This is an optimization exercise on Yosys and OpenROAD, whose aim is small area and a short achievable clock period, not a production implementation.
The RTL was checked by simulation tests, not by an equivalence proof against the original design.

==> flow/design.v <==
module UnaryMultiplier
#(
    parameter INPUT_WIDTH = 32,
    parameter COUNT_WIDTH = $clog2(INPUT_WIDTH + 1),
    parameter EPSILON = 8
)
(
    input logic a,
    input logic b,
    input logic [1:0] ready,
    input logic clk,
    input logic reset,
    output logic valid,
    output logic y
);
    logic [5:0]  a_ones, b_ones, a_upper, b_upper, y_count;
    logic [5:0]  g_lower;    
    logic [5:0]  f_upper;    
    logic [10:0] d_upper, d_lower;
    logic        ea, eb, za, zb;
    logic        near_l, near_u, emit, bit1, done;
    logic [5:0]  ab_ones, ab_upper;
    logic [6:0]  hl, hu;
    logic [10:0] dl, du;
    logic [5:0]  yc;
    logic [3:0]  hg, hp;
    logic        c4, neg;
    always_comb begin
        ea = ready[0] & a;
        za = ready[0] & ~a;
        eb = ready[1] & b;
        zb = ready[1] & ~b;
        ab_ones = a_ones + b_ones + 6'd1;
        ab_upper = a_upper + b_upper - 6'd1;
        case ({g_lower[5:4], valid, y})
            4'b00_10: hl = 7'd1;
            4'b00_11: hl = 7'h7f;
            4'b01_10: hl = 7'd2;
            4'b01_11: hl = 7'd0;
            4'b10_10: hl = 7'd3;
            4'b10_11: hl = 7'd1;
            4'b11_10: hl = 7'd4;
            4'b11_11: hl = 7'd2;
            default:  hl = {5'd0, g_lower[5:4]};
        endcase
        dl = d_lower + {hl, g_lower[3:0]};
        case ({f_upper[5:4], valid, y})
            4'b11_10: hu = 7'h7d;
            4'b11_11: hu = 7'h7b;
            4'b10_10: hu = 7'h7e;
            4'b10_11: hu = 7'h7c;
            4'b01_10: hu = 7'h7f;
            4'b01_11: hu = 7'h7d;
            4'b00_10: hu = 7'h00;
            4'b00_11: hu = 7'h7e;
            default:  hu = {5'h1f, ~f_upper[5:4]};
        endcase
        du = d_upper + {hu, ~f_upper[3:0]} + 11'd1;
        yc = y_count + valid;
        done = yc[5];
        near_l = ~dl[10] | (&dl[9:7]);                              
        near_u = du[10] | (~|du[9:8] & (~du[7] | ~|du[6:4]));       
        hg = du[7:4] & dl[7:4];
        hp = du[7:4] ^ dl[7:4];
        c4 = hg[3] | (hp[3] & hg[2]) | (hp[3] & hp[2] & hg[1]) | (hp[3] & hp[2] & hp[1] & hg[0]);
        neg = (du[8] & dl[8]) | ((du[8] ^ dl[8]) & ~c4);
        bit1 = near_l & (~near_u | ~neg);
        emit = ~done & (near_l | near_u);
    end
    always_ff @(posedge clk or negedge reset) begin
        if (!reset) begin
            a_ones <= 0;
            b_ones <= 0;
            a_upper <= 6'd32;
            b_upper <= 6'd32;
            g_lower <= 0;
            f_upper <= 0;
            y_count <= 0;
            d_lower <= 11'h600;    
            d_upper <= 11'h200;    
            y <= 1'b0;
            valid <= 1'b0;
        end else begin
            a_ones <= a_ones + ea;
            b_ones <= b_ones + eb;
            a_upper <= a_upper - za;
            b_upper <= b_upper - zb;
            g_lower <= ({6{ea & ~eb}} & b_ones) | ({6{eb & ~ea}} & a_ones) | ({6{ea & eb}} & ab_ones);
            f_upper <= ({6{za & ~zb}} & b_upper) | ({6{zb & ~za}} & a_upper) | ({6{za & zb}} & ab_upper);
            y_count <= yc;
            d_lower <= dl;
            d_upper <= du;
            valid <= emit;
            y <= bit1;
        end
    end
endmodule
clock: 8.0 ns
lec_check: 0
cap_margin: 20
core_margin: 2
core_utilization: 40
place_density: 0.6
slew_margin: 20
standard.sh (not shown) runs the stock make flow with config.mk's settings and CLKGATE_MAP_FILE= SYNTH_SCRIPT=/design/flow/synth_recipe.tcl, a recipe that flattens the netlist after the stock synthesis.
==> flow/flow/run.sh <==
#!/bin/bash
# The standard layout, except that:
#  - synthesis maps the logic with flow/abc_speed.script (three rounds of
#    &syn2/&dch/&nf) instead of ORFS's ABC script; the rest of synthesis,
#    and so the registers, are ORFS's as run by standard.sh;
#  - the ports get plain buf_4 buffers;
#  - timing repair aims at a setup slack of SETUP_SLACK_MARGIN.
set -e
rm -rf scripts_alt
cp -r "$FLOW_HOME/scripts" scripts_alt
cp flow/abc_speed.script scripts_alt/abc_speed.script
export BUFFER_PORTS_ARGS="-buffer_cell sky130_fd_sc_hd__buf_4"
export SETUP_SLACK_MARGIN=5.3
bash standard.sh SCRIPTS_DIR="$PWD/scripts_alt" synth > synth.log 2>&1
bash standard.sh > standard.log 2>&1
==> flow/flow/abc_speed.script <==
&get -n
&st
&syn2
&dch
&nf
&st
&syn2
&dch
&nf
&st
&syn2
&dch
&nf
&put
buffer -c
topo
stime -c
upsize -c
dnsize -c
The baseline finished clean.
Change:
--- a/flow/flow/run.sh
+++ b/flow/flow/run.sh
@@ -5,3 +5,3 @@
 #    and so the registers, are ORFS's as run by standard.sh;
-#  - the ports get plain buf_4 buffers;
+#  - the ports get plain buf_2 buffers;
 #  - timing repair aims at a setup slack of SETUP_SLACK_MARGIN.
@@ -11,3 +11,3 @@
 cp flow/abc_speed.script scripts_alt/abc_speed.script
-export BUFFER_PORTS_ARGS="-buffer_cell sky130_fd_sc_hd__buf_4"
+export BUFFER_PORTS_ARGS="-buffer_cell sky130_fd_sc_hd__buf_2"
 export SETUP_SLACK_MARGIN=5.3
- CORE_UTILIZATION: 40 -> 55
- PLACE_DENSITY: 0.6 -> 0.75
After rerunning:
- The new run completed without violations
- worst hold slack gains 0.0035 ns
- routed wire length climbs by 3.8%
- via count climbs by about 3%
- die area drops by 26%
- sequential share of layout area climbs by 0.31 points
- first-iteration DRC count climbs by about 80%
- non-clock buffer count climbs by 1
- setup slack gains 0.0042 ns
- clock skew barely changes
- synthesized cell count is unchanged
Change:
==> flow/flow/abc_speed.script (replaced) <==
&get -n
&st
&syn2
&dch
&nf
&st
&syn2
&dch
&nf
&put
buffer -c
topo
stime -c
upsize -c
dnsize -c
- CORE_UTILIZATION: 55 -> 40
- PLACE_DENSITY: 0.75 -> 0.6
Result: Register-to-register slack barely changes. Utilization went down by 16 points. Critical path depth went up by 10. Non-clock buffer count went up by 6. Routed wire length went down by 2.7%. Setup slack gets better by 0.0082 ns. Cell count went up by 12%. Synthesized area went up by 0.72%.
Change:
==> flow/run.sh (new file) <==
#!/bin/bash
# synth_recipe.tcl (not shown) runs the flow's synth.tcl, then flattens the netlist and writes it again
# the make line also repeats each setting of config.mk as NAME=value (left out here)
make -C /OpenROAD-flow-scripts/flow DESIGN_CONFIG=/design/flow/config.mk WORK_HOME=/design/flow/orfs CLKGATE_MAP_FILE= SYNTH_SCRIPT=/design/flow/synth_recipe.tcl finish
- ABC_AREA: default -> 1
- SETUP_SLACK_MARGIN: default -> 5
removed: flow/flow/run.sh
removed: flow/flow/abc_speed.script
removed: flow/standard.sh
What happened: Register-to-register slack is worse by 0.04 ns. Area after synthesis increases by roughly a tenth. Utilization falls by 2.1 points. Hold slack degrades by 0.0058 ns. Setup slack degrades by 0.29 ns. Wire length came out higher by about a fifth. Die area rises by roughly a tenth.
Change:
==> flow/flow/run.sh (new file) <==
#!/bin/bash
# The standard layout, except that:
#  - synthesis maps the logic with flow/abc_speed.script (three rounds of
#    &syn2/&dch/&nf) instead of ORFS's ABC script; the rest of synthesis,
#    and so the registers, are ORFS's as run by standard.sh;
#  - the ports get plain buf_2 buffers;
#  - timing repair aims at a setup slack of SETUP_SLACK_MARGIN.
set -e
rm -rf scripts_alt
cp -r "$FLOW_HOME/scripts" scripts_alt
cp flow/abc_speed.script scripts_alt/abc_speed.script
export BUFFER_PORTS_ARGS="-buffer_cell sky130_fd_sc_hd__buf_2"
export SETUP_SLACK_MARGIN=5.3
export CTS_ARGS="-sink_clustering_enable -repair_clock_nets -dont_use_dummy_load -root_buf sky130_fd_sc_hd__clkbuf_8 -buf_list sky130_fd_sc_hd__clkbuf_4"
bash standard.sh SCRIPTS_DIR="$PWD/scripts_alt" synth > synth.log 2>&1
bash standard.sh > standard.log 2>&1
==> flow/flow/abc_speed.script (new file) <==
&get -n
&st
&syn2
&dch
&nf
&st
&syn2
&dch
&nf
&st
&syn2
&dch
&nf
&put
buffer -c
topo
stime -c
upsize -c
dnsize -c
==> flow/standard.sh (new file) <==
#!/bin/bash
# synth_recipe.tcl (not shown) runs the flow's synth.tcl, then flattens the netlist and writes it again
# the make line also repeats each setting of config.mk as NAME=value (left out here)
make -C /OpenROAD-flow-scripts/flow DESIGN_CONFIG=/design/flow/config.mk WORK_HOME=/design/flow/orfs CLKGATE_MAP_FILE= SYNTH_SCRIPT=/design/flow/synth_recipe.tcl "${@:-finish}"
- ABC_AREA: 1 -> default
- SETUP_SLACK_MARGIN: 5 -> default
removed: flow/run.sh
After rerunning: Cell count is lower by 22%; cell area is lower by 8.9%; maximum frequency is higher by 9.0%; count of clock-buffer cells in the layout is lower by 3.
Change:
==> flow/flow/run.sh (replaced) <==
#!/bin/bash
# Standard layout, with timing repair aimed at a larger setup margin.
cp standard.sh standard.sh.txt
export SETUP_SLACK_MARGIN=${MARGIN:-5.6}
bash standard.sh > standard.log 2>&1
removed: flow/flow/abc_speed.script
Result:
- The changed run ran to the end with no violations
- final cell count is higher by 13%
- die area rose by 6.3%
- cell area is higher by 21%
- area after synthesis rises by 6.5%
- critical path depth went down by 3
- global-route usage came out higher by 1.4 points
- wire length rose by 26%
- sequential share of layout area goes down by 6.7 points
- utilization goes up by 6.3 points

---

## v50
RTL: the design.v shown in full above, as it stands there.
clock: 8.0 ns
lec_check: 0
cap_margin: 20
core_margin: 2
core_utilization: 40
place_density: 0.6
slew_margin: 20
==> flow/flow/run.sh <==
#!/bin/bash
# The standard layout, except that:
#  - synthesis maps the logic with flow/abc_speed.script (three rounds of
#    &syn2/&dch/&nf) instead of ORFS's ABC script; the rest of synthesis,
#    and so the registers, are ORFS's as run by standard.sh;
#  - the ports get plain buf_2 buffers;
#  - timing repair aims at a setup slack of SETUP_SLACK_MARGIN.
set -e
rm -rf scripts_alt
cp -r "$FLOW_HOME/scripts" scripts_alt
cp flow/abc_speed.script scripts_alt/abc_speed.script
export BUFFER_PORTS_ARGS="-buffer_cell sky130_fd_sc_hd__buf_2"
export SETUP_SLACK_MARGIN=5.3
export CTS_ARGS="-sink_clustering_enable -repair_clock_nets -dont_use_dummy_load"
bash standard.sh SCRIPTS_DIR="$PWD/scripts_alt" synth > synth.log 2>&1
bash standard.sh > standard.log 2>&1
==> flow/flow/abc_speed.script <==
&get -n
&st
&syn2
&dch
&nf
&st
&syn2
&dch
&nf
&st
&syn2
&dch
&nf
&put
buffer -c
topo
stime -c
upsize -c
dnsize -c
Having completed the whole flow, v50 delivered a layout that passed the timing, design-rule and antenna checks.
#### Input delta (v49 over v50)
- setting SETUP_SLACK_MARGIN to 4.5 for the first time
==> flow/run.sh (new file) <==
#!/bin/bash
# synth_recipe.tcl (not shown) runs the flow's synth.tcl, then flattens the netlist and writes it again
# the make line also repeats each setting of config.mk as NAME=value (left out here)
make -C /OpenROAD-flow-scripts/flow DESIGN_CONFIG=/design/flow/config.mk WORK_HOME=/design/flow/orfs CLKGATE_MAP_FILE= SYNTH_SCRIPT=/design/flow/synth_recipe.tcl finish
removed: flow/flow/run.sh
removed: flow/flow/abc_speed.script
removed: flow/standard.sh
Notes after the runs:
Looking at the reports, v49 completed the entire flow and the layout it produced met the timing, design-rule and antenna checks.
The standard cells in v49 occupy more silicon area than those in v50 do.
v49: non-clock buffer count lower than v50
v49: total routing resource utilization after global routing is 0.24 points higher than what v50 reported.
Diff v50 -> v49 | gate count of the mapped netlist | increase of 8.8%
Changes in v9 relative to v49:
- clearing SETUP_SLACK_MARGIN, which used to be 4.5
==> flow/flow/run.sh (new file) <==
#!/bin/bash
# The standard layout, except that:
#  - synthesis maps the logic with flow/abc_speed.script (three rounds of
#    &syn2/&dch/&nf) instead of ORFS's ABC script; the rest of synthesis,
#    and so the registers, are ORFS's as run by standard.sh;
#  - the ports get plain buf_2 buffers;
#  - timing repair aims at a setup slack of SETUP_SLACK_MARGIN.
set -e
rm -rf scripts_alt
cp -r "$FLOW_HOME/scripts" scripts_alt
cp flow/abc_speed.script scripts_alt/abc_speed.script
export BUFFER_PORTS_ARGS="-buffer_cell sky130_fd_sc_hd__buf_2"
export SETUP_SLACK_MARGIN=5.5
bash standard.sh SCRIPTS_DIR="$PWD/scripts_alt" synth > synth.log 2>&1
bash standard.sh > standard.log 2>&1
==> flow/flow/abc_speed.script (new file) <==
&get -n
&st
&syn2
&dch
&nf
&st
&syn2
&dch
&nf
&st
&syn2
&dch
&nf
&put
buffer -c
topo
stime -c
upsize -c
dnsize -c
==> flow/standard.sh (new file) <==
#!/bin/bash
# synth_recipe.tcl (not shown) runs the flow's synth.tcl, then flattens the netlist and writes it again
# the make line also repeats each setting of config.mk as NAME=value (left out here)
make -C /OpenROAD-flow-scripts/flow DESIGN_CONFIG=/design/flow/config.mk WORK_HOME=/design/flow/orfs CLKGATE_MAP_FILE= SYNTH_SCRIPT=/design/flow/synth_recipe.tcl "${@:-finish}"
removed: flow/run.sh
Results
Per the final summary, v9 finished and its layout is clean on timing, DRC and antenna.
Changes observed in v9 relative to v49: cell area after layout went up about 1.2%, wire length of the first global-routing pass lower, post-CTS setup repair buffer count climbed 6, required arrival time at the worst endpoint +0.03 ns, number of flip-flops and latches neither gained nor lost much.
Compared v9 vs v49, and area of the core is down in v9.
Side by side, synthesized netlist cell count turned out lower in v9 than in v49.

---

Setup of sierra:
RTL: the design.v shown in full above, as it stands there.
export LEC_CHECK = 0
export CAP_MARGIN = 20
export CORE_MARGIN = 2
export CORE_UTILIZATION = 40
export PLACE_DENSITY = 0.6
export SLEW_MARGIN = 20
create_clock -name core_clock -period 8.0 [get_ports {clk}]
==> flow/flow/run.sh <==
#!/bin/bash
# The standard layout, except that:
#  - synthesis maps the logic with flow/abc_speed.script (three rounds of
#    &syn2/&dch/&nf) instead of ORFS's ABC script; the rest of synthesis,
#    and so the registers, are ORFS's as run by standard.sh;
#  - the ports get plain buf_2 buffers;
#  - timing repair aims at a setup slack of SETUP_SLACK_MARGIN.
set -e
rm -rf scripts_alt
cp -r "$FLOW_HOME/scripts" scripts_alt
cp flow/abc_speed.script scripts_alt/abc_speed.script
export BUFFER_PORTS_ARGS="-buffer_cell sky130_fd_sc_hd__buf_2"
export SETUP_SLACK_MARGIN=5.3
bash standard.sh SCRIPTS_DIR="$PWD/scripts_alt" synth > synth.log 2>&1
bash standard.sh > standard.log 2>&1
==> flow/flow/abc_speed.script <==
&get -n
&st
&syn2
&dch
&nf -p
&st
&syn2
&dch
&nf -p
&st
&syn2
&dch
&nf -p
&put
buffer -c
topo
stime -c
upsize -c
dnsize -c
sierra finished every stage and its layout cleared the timing, design-rule and antenna checks.
Relative to sierra, the following input files were edited for quartz:
==> flow/flow/abc_speed.script <==
strash
dc2
dch -f
map -B 0.9
topo
stime -c
buffer -c
upsize -c
dnsize -c
--- outcome ---
- quartz: full flow OK, the timing, design-rule and antenna checks passed
- sierra reached the final stage; the timing, design-rule and antenna checks on its layout passed.
- Looking at total routing resource utilization after global routing, quartz sits below sierra.
- What quartz reported for average size of a mapped cell has to be multiplied by 1.16 to get the figure for sierra.
- Comparing sierra and quartz, the higher multi-input combinational cell count was measured on quartz.
- Looking at synthesized net count, quartz sits above sierra.
- Cell area is lower on sierra
- Maximum achievable frequency, quartz vs sierra: down slightly
- Of sierra and quartz, the run reporting the lower shortest period the worst path allows was sierra.
Changes in onyx relative to quartz:
Settings: setting GPL_TIMING_DRIVEN to 1 for the first time.
==> flow/flow/run.sh <==
#!/bin/bash
# The standard layout, with plain buffers on the ports and timing repair
# aimed at a setup slack of SETUP_SLACK_MARGIN.
export BUFFER_PORTS_ARGS="-buffer_cell sky130_fd_sc_hd__buf_2"
export SETUP_SLACK_MARGIN=5.0
bash standard.sh > standard.log 2>&1
removed: flow/flow/abc_speed.script
==> run summary <==
Vias: onyx below quartz
Relative to quartz, total global routing track utilization has gone up in onyx.
For minimum hold slack, onyx and quartz come out practically identical.
onyx: sequential share of layout area 1.1 points above quartz
Re routed wire length: onyx is 4.8% up on quartz.
Summary — average wire length per cell after detail routing, onyx relative to quartz: higher, by 1.8 µm.
Most common cell after layout, fill and taps aside = sky130_fd_sc_hd__nand2_1: quartz; most common cell after layout, fill and taps aside = sky130_fd_sc_hd__dfrtp_1: onyx
diff inputs: onyx => pepper
Settings: GPL_TIMING_DRIVEN removed (was 1).
==> flow/flow/run.sh <==
#!/bin/bash
# The standard layout, except that:
#  - synthesis maps the logic with flow/abc_speed.script (three rounds of
#    &syn2/&dch/&nf) instead of ORFS's ABC script; the rest of synthesis,
#    and so the registers, are ORFS's as run by standard.sh;
#  - the ports get plain buf_2 buffers;
#  - timing repair aims at a setup slack of SETUP_SLACK_MARGIN.
set -e
rm -rf scripts_alt
cp -r "$FLOW_HOME/scripts" scripts_alt
cp flow/abc_speed.script scripts_alt/abc_speed.script
export BUFFER_PORTS_ARGS="-buffer_cell sky130_fd_sc_hd__buf_2"
export SETUP_SLACK_MARGIN=5.7
bash standard.sh SCRIPTS_DIR="$PWD/scripts_alt" synth > synth.log 2>&1
bash standard.sh > standard.log 2>&1
==> flow/flow/abc_speed.script (new file) <==
&get -n
&st
&syn2
&dch
&nf
&st
&syn2
&dch
&nf
&st
&syn2
&dch
&nf
&put
buffer -c
topo
stime -c
upsize -c
dnsize -c
--- outcome ---
Die area, pepper and onyx: larger value in onyx
Comparing critical path depth for pepper and onyx, the bigger number came from onyx.
Cell area after technology mapping (onyx / pepper): 1.07
Compared with onyx, pepper shows a lower net count of the mapped netlist.
Delta (pepper minus onyx): synthesized cell count has decreased; area added between synthesis and finish has increased; setup slack has increased.

static timing again, ports no longer ideal:
In the flow no input, the clock included, has a driving cell. The finished layouts below were timed again as built, in two steps.
Step 1, drivers: a clkbuf_16 drives clk and a buf_2 each remaining input, both assumed.
Step 2 times the ports against the registers' clock, not the clock port: input delays grow and output delays shrink by t, the midpoint of the rising clock arrivals with the driver on.
Three values: ideal ports, drivers, drivers and shift; two values: the first two.
run	shift t [ns]	setup slack, ns	worst register clock-pin slew, ns	cell pins on the clock port's net
the first run of note 1	0.362	5.366 / 5.364 / 5.102	0.07 / 0.07	1
the second run of note 1	0.373	5.370 / 5.342 / 5.057	0.08 / 0.08	1
the third run of note 1	0.372	5.378 / 5.353 / 5.069	0.08 / 0.08	1
the fourth run of note 1	0.370	5.086 / 5.054 / 4.892	0.08 / 0.08	1
the fifth run of note 1	0.369	5.326 / 5.326 / 5.103	0.07 / 0.07	1
the sixth run of note 1	0.378	5.256 / 5.256 / 5.256	0.08 / 0.08	1
v50	0.369	5.326 / 5.326 / 5.103	0.07 / 0.07	1
v49	0.374	4.790 / 4.790 / 4.515	0.08 / 0.08	1
v9	0.371	5.380 / 5.377 / 5.216	0.08 / 0.08	1
sierra	0.366	5.343 / 5.343 / 5.039	0.08 / 0.08	1
quartz	0.373	5.329 / 5.300 / 5.313	0.08 / 0.08	1
onyx	0.366	5.201 / 5.201 / 4.905	0.08 / 0.08	1
pepper	0.378	5.322 / 5.291 / 5.263	0.08 / 0.08	1
After both steps every run listed still meets setup and hold. The setup slack of the second run of note 1, which loses most, moves by -0.028 ns with the drivers and by -0.313 ns with both steps.
